Background: an optimization exercise with open tools, aiming at small area. Do not read the settings as production practice. In this exercise RTL edits were held to simulation tests only and were not proved equivalent to the original. Power is estimated from default activity; no workload was simulated.

## LightShow
module LightShow(Clock, Reset, Disp3, Disp2, Disp1, Disp0, LedRed, LedGrn);
export LEC_CHECK = 0
export CAP_MARGIN = 20
export CORE_MARGIN = 2
export CORE_UTILIZATION = 50
export CTS_CLUSTER_DIAMETER = 20
export CTS_CLUSTER_SIZE = 5
export PLACE_DENSITY = 0.6
export SLEW_MARGIN = 20
create_clock -name core_clock -period 10.0 [get_ports {Clock}]
standard.sh (not shown) runs the stock make flow with config.mk's settings and CLKGATE_MAP_FILE= SYNTH_SCRIPT=/design/flow/synth_recipe.tcl, a recipe that flattens the netlist after the stock synthesis.
==> flow/flow/run.sh <==
#!/bin/bash
# Own layout flow: the standard flow (standard.sh) with two changes.
#  1. After the standard synthesis, its combinational logic is re-mapped for area by Yosys/ABC
#     (resynth.tcl with abc_area.script). The flip-flops keep their instances, names and cell types.
#  2. Ports are buffered with sky130_fd_sc_hd__buf_1 (BUFFER_PORTS_ARGS) instead of the default
#     buffer; every input and output port still gets its buffer.
# Each tool's output goes to a log file in the work folder.
set -euo pipefail
W=$(pwd)
F=$W/flow
R=$W/orfs/results/$FLOW_PLATFORM/LightShow/base
YOSYS=$FLOW_HOME/../tools/install/yosys/bin/yosys
[ -x "$YOSYS" ] || YOSYS=$(command -v yosys)
LIB=$FLOW_HOME/platforms/$FLOW_PLATFORM/lib/sky130_fd_sc_hd__tt_025C_1v80.lib
export BUFFER_PORTS_ARGS="-buffer_cell sky130_fd_sc_hd__buf_1"

bash standard.sh synth > $W/std_synth.log 2>&1
cp $R/1_2_yosys.v $W/std_1_2_yosys.v

# sequential cells of the standard netlist stay as they are
KEEP=$(grep -oE '^\s*sky130_fd_sc_hd__[a-z0-9_]+' $W/std_1_2_yosys.v | tr -d ' ' | sort -u \
       | grep -E '__(df|edf|sdf|dl|sdl)' | tr '\n' ' ' || true)
DONT_USE="sky130_fd_sc_hd__probe_p_8 sky130_fd_sc_hd__probec_p_8 sky130_fd_sc_hd__lpflow_*"
RS_LIB=$LIB RS_KEEP="$KEEP" RS_DONT_USE="$DONT_USE" RS_IN=$W/std_1_2_yosys.v RS_TOP=$FLOW_TOP \
  RS_ABC=$F/abc_area.script RS_STAT=$W/resynth_stat.txt RS_OUT=$W/resynth.v \
  $YOSYS -c $F/resynth.tcl > $W/resynth.log 2>&1
if ! grep -q "Chip area" $W/resynth_stat.txt; then echo "resynthesis failed" >&2; exit 1; fi
cp $W/resynth.v $R/1_2_yosys.v
rm -f $R/1_synth.odb

bash standard.sh finish > $W/std_finish.log 2>&1
==> flow/flow/abc_area.script <==
strash
&get -n
&deepsyn -T 60
&put
dch -f
map -a
topo
==> flow/flow/resynth.tcl <==
# Yosys script (run by run.sh): re-maps the combinational logic of the standard synthesis's
# netlist for area with ABC (abc_area.script). The flip-flop instances keep their names and
# cell types: their cells are black boxes here, so ABC never sees them.
yosys -import
set lib $::env(RS_LIB)
read_liberty -overwrite -setattr liberty_cell -lib $lib
read_liberty -overwrite -ignore_miss_func $lib
foreach ff [split $::env(RS_KEEP) " "] { if {$ff ne ""} { blackbox $ff } }
read_verilog $::env(RS_IN)
hierarchy -top $::env(RS_TOP)
flatten
opt_clean -purge
set dua {}
foreach c [split $::env(RS_DONT_USE) " "] { if {$c ne ""} { lappend dua -dont_use $c } }
abc -liberty $lib {*}$dua -script $::env(RS_ABC)
opt_clean -purge
hilomap -singleton -hicell sky130_fd_sc_hd__conb_1 HI -locell sky130_fd_sc_hd__conb_1 LO
splitnets
opt_clean -purge
tee -o $::env(RS_STAT) stat -liberty $lib
write_verilog -noattr -nohex -nodec $::env(RS_OUT)
==> next run, changes <==
==> flow/flow/abc_area.script (replaced) <==
strash
&get -n
&deepsyn -T 60
&put
dch -f
amap
topo
Settings changed: CORE_UTILIZATION 50 to 35, CTS_BUF_LIST set to sky130_fd_sc_hd__clkbuf_4 sky130_fd_sc_hd__clkbuf_8, CTS_CLUSTER_DIAMETER 20 to 40, CTS_CLUSTER_SIZE 5 to 10, PLACE_DENSITY 0.6 to 0.5.
Outcome: The new run passed the timing, design-rule and antenna checks; non-clock buffer count goes up by 1; first-iteration DRC count goes down by 15%; wire length goes up by 4.8%; total power goes down by 1.5%; critical path depth goes down by 3; cell area goes up by 1.1%; die area goes up by 40%; via count goes down by 2.9%; register-to-register slack got worse by 0.13 ns.
==> next run, changes <==
--- a/flow/flow/run.sh
+++ b/flow/flow/run.sh
@@ -2,5 +2,6 @@
 # Own layout flow: the standard flow (standard.sh) with two changes.
 #  1. After the standard synthesis, its combinational logic is re-mapped for area by Yosys/ABC
-#     (resynth.tcl with abc_area.script). The flip-flops keep their instances, names and cell types.
+#     (resynth.tcl with abc_area.script), with a few random seeds of ABC's deepsyn run side by side;
+#     the smallest result is kept. The flip-flops keep their instances, names and cell types.
 #  2. Ports are buffered with sky130_fd_sc_hd__buf_1 (BUFFER_PORTS_ARGS) instead of the default
 #     buffer; every input and output port still gets its buffer.
@@ -22,9 +23,22 @@
        | grep -E '__(df|edf|sdf|dl|sdl)' | tr '\n' ' ' || true)
 DONT_USE="sky130_fd_sc_hd__probe_p_8 sky130_fd_sc_hd__probec_p_8 sky130_fd_sc_hd__lpflow_*"
-RS_LIB=$LIB RS_KEEP="$KEEP" RS_DONT_USE="$DONT_USE" RS_IN=$W/std_1_2_yosys.v RS_TOP=$FLOW_TOP \
-  RS_ABC=$F/abc_area.script RS_STAT=$W/resynth_stat.txt RS_OUT=$W/resynth.v \
-  $YOSYS -c $F/resynth.tcl > $W/resynth.log 2>&1
-if ! grep -q "Chip area" $W/resynth_stat.txt; then echo "resynthesis failed" >&2; exit 1; fi
-cp $W/resynth.v $R/1_2_yosys.v
+for s in 1 2 3 4; do
+  sed "s/@SEED@/$s/" $F/abc_area.script > $W/abc_area_$s.script
+  RS_LIB=$LIB RS_KEEP="$KEEP" RS_DONT_USE="$DONT_USE" RS_IN=$W/std_1_2_yosys.v RS_TOP=$FLOW_TOP \
+    RS_ABC=$W/abc_area_$s.script RS_STAT=$W/resynth_stat_$s.txt RS_OUT=$W/resynth_$s.v \
+    $YOSYS -c $F/resynth.tcl > $W/resynth_$s.log 2>&1 &
+done
+wait
+best=""; besta=""
+for s in 1 2 3 4; do
+  a=$(grep "Chip area" $W/resynth_stat_$s.txt 2>/dev/null | awk '{print $NF}' || true)
+  echo "seed $s: ${a:-failed}" >> $W/resynth_choice.log
+  if [ -n "$a" ] && { [ -z "$besta" ] || awk -v a="$a" -v b="$besta" 'BEGIN{exit !(a<b)}'; }; then
+    best=$s; besta=$a
+  fi
+done
+if [ -z "$best" ]; then echo "resynthesis failed" >&2; exit 1; fi
+echo "kept seed $best ($besta)" >> $W/resynth_choice.log
+cp $W/resynth_$best.v $R/1_2_yosys.v
 rm -f $R/1_synth.odb
 
==> flow/flow/abc_area.script (replaced) <==
strash
&get -n
&deepsyn -T 90 -S @SEED@
&put
dch -f
amap
topo
Settings changed: CTS_BUF_LIST sky130_fd_sc_hd__clkbuf_4 sky130_fd_sc_hd__clkbuf_8 to sky130_fd_sc_hd__clkbuf_4, CTS_CLUSTER_DIAMETER 40 to 100, CTS_CLUSTER_SIZE 10 to 20.
Result:
- worst setup slack degrades by 0.18 ns
- wire length grows by 4.0%
- power shrinks by 16%
- via count hardly moves
- flip-flop and latch count is unchanged
- sequential share of layout area grows by 0.13 points
- design area shrinks by 1.2%
- non-clock buffer count grows by 3
- first-iteration DRC count shrinks by 20%
- utilization shrinks by 0.28 points
- cell count shrinks by 0.83%

[port drivers added, routing unchanged]
The results above use ideal ports. As a check the final layouts listed here were re-extracted and re-timed, cells and wires unchanged.
Step 1 sets driving cells, clkbuf_16 on the clock port and buf_2 on the other inputs (assumed; they add their load-dependent delay and slew).
Step 2, shift: input delay + t, output delay - t, t = (earliest + latest rising clock arrival at the registers) / 2. This alone moves slack from input paths to output paths.
Three values: ideal ports, drivers, drivers and shift; two values: the first two.
run	t, ns	setup slack, ns	worst hold slack (ns)	worst setup path at the end	worst data-port slew with drivers (ns)
the first run	0.278	3.527 / 3.504 / 3.782	0.444 / 0.444 / 0.444	register to output	0.03
the second run	0.271	3.136 / 3.115 / 3.386	0.412 / 0.412 / 0.412	register to output	0.03
the third run	0.312	2.958 / 2.939 / 3.251	0.443 / 0.443 / 0.443	register to output	0.03
After both steps setup and hold are still met in every run listed.
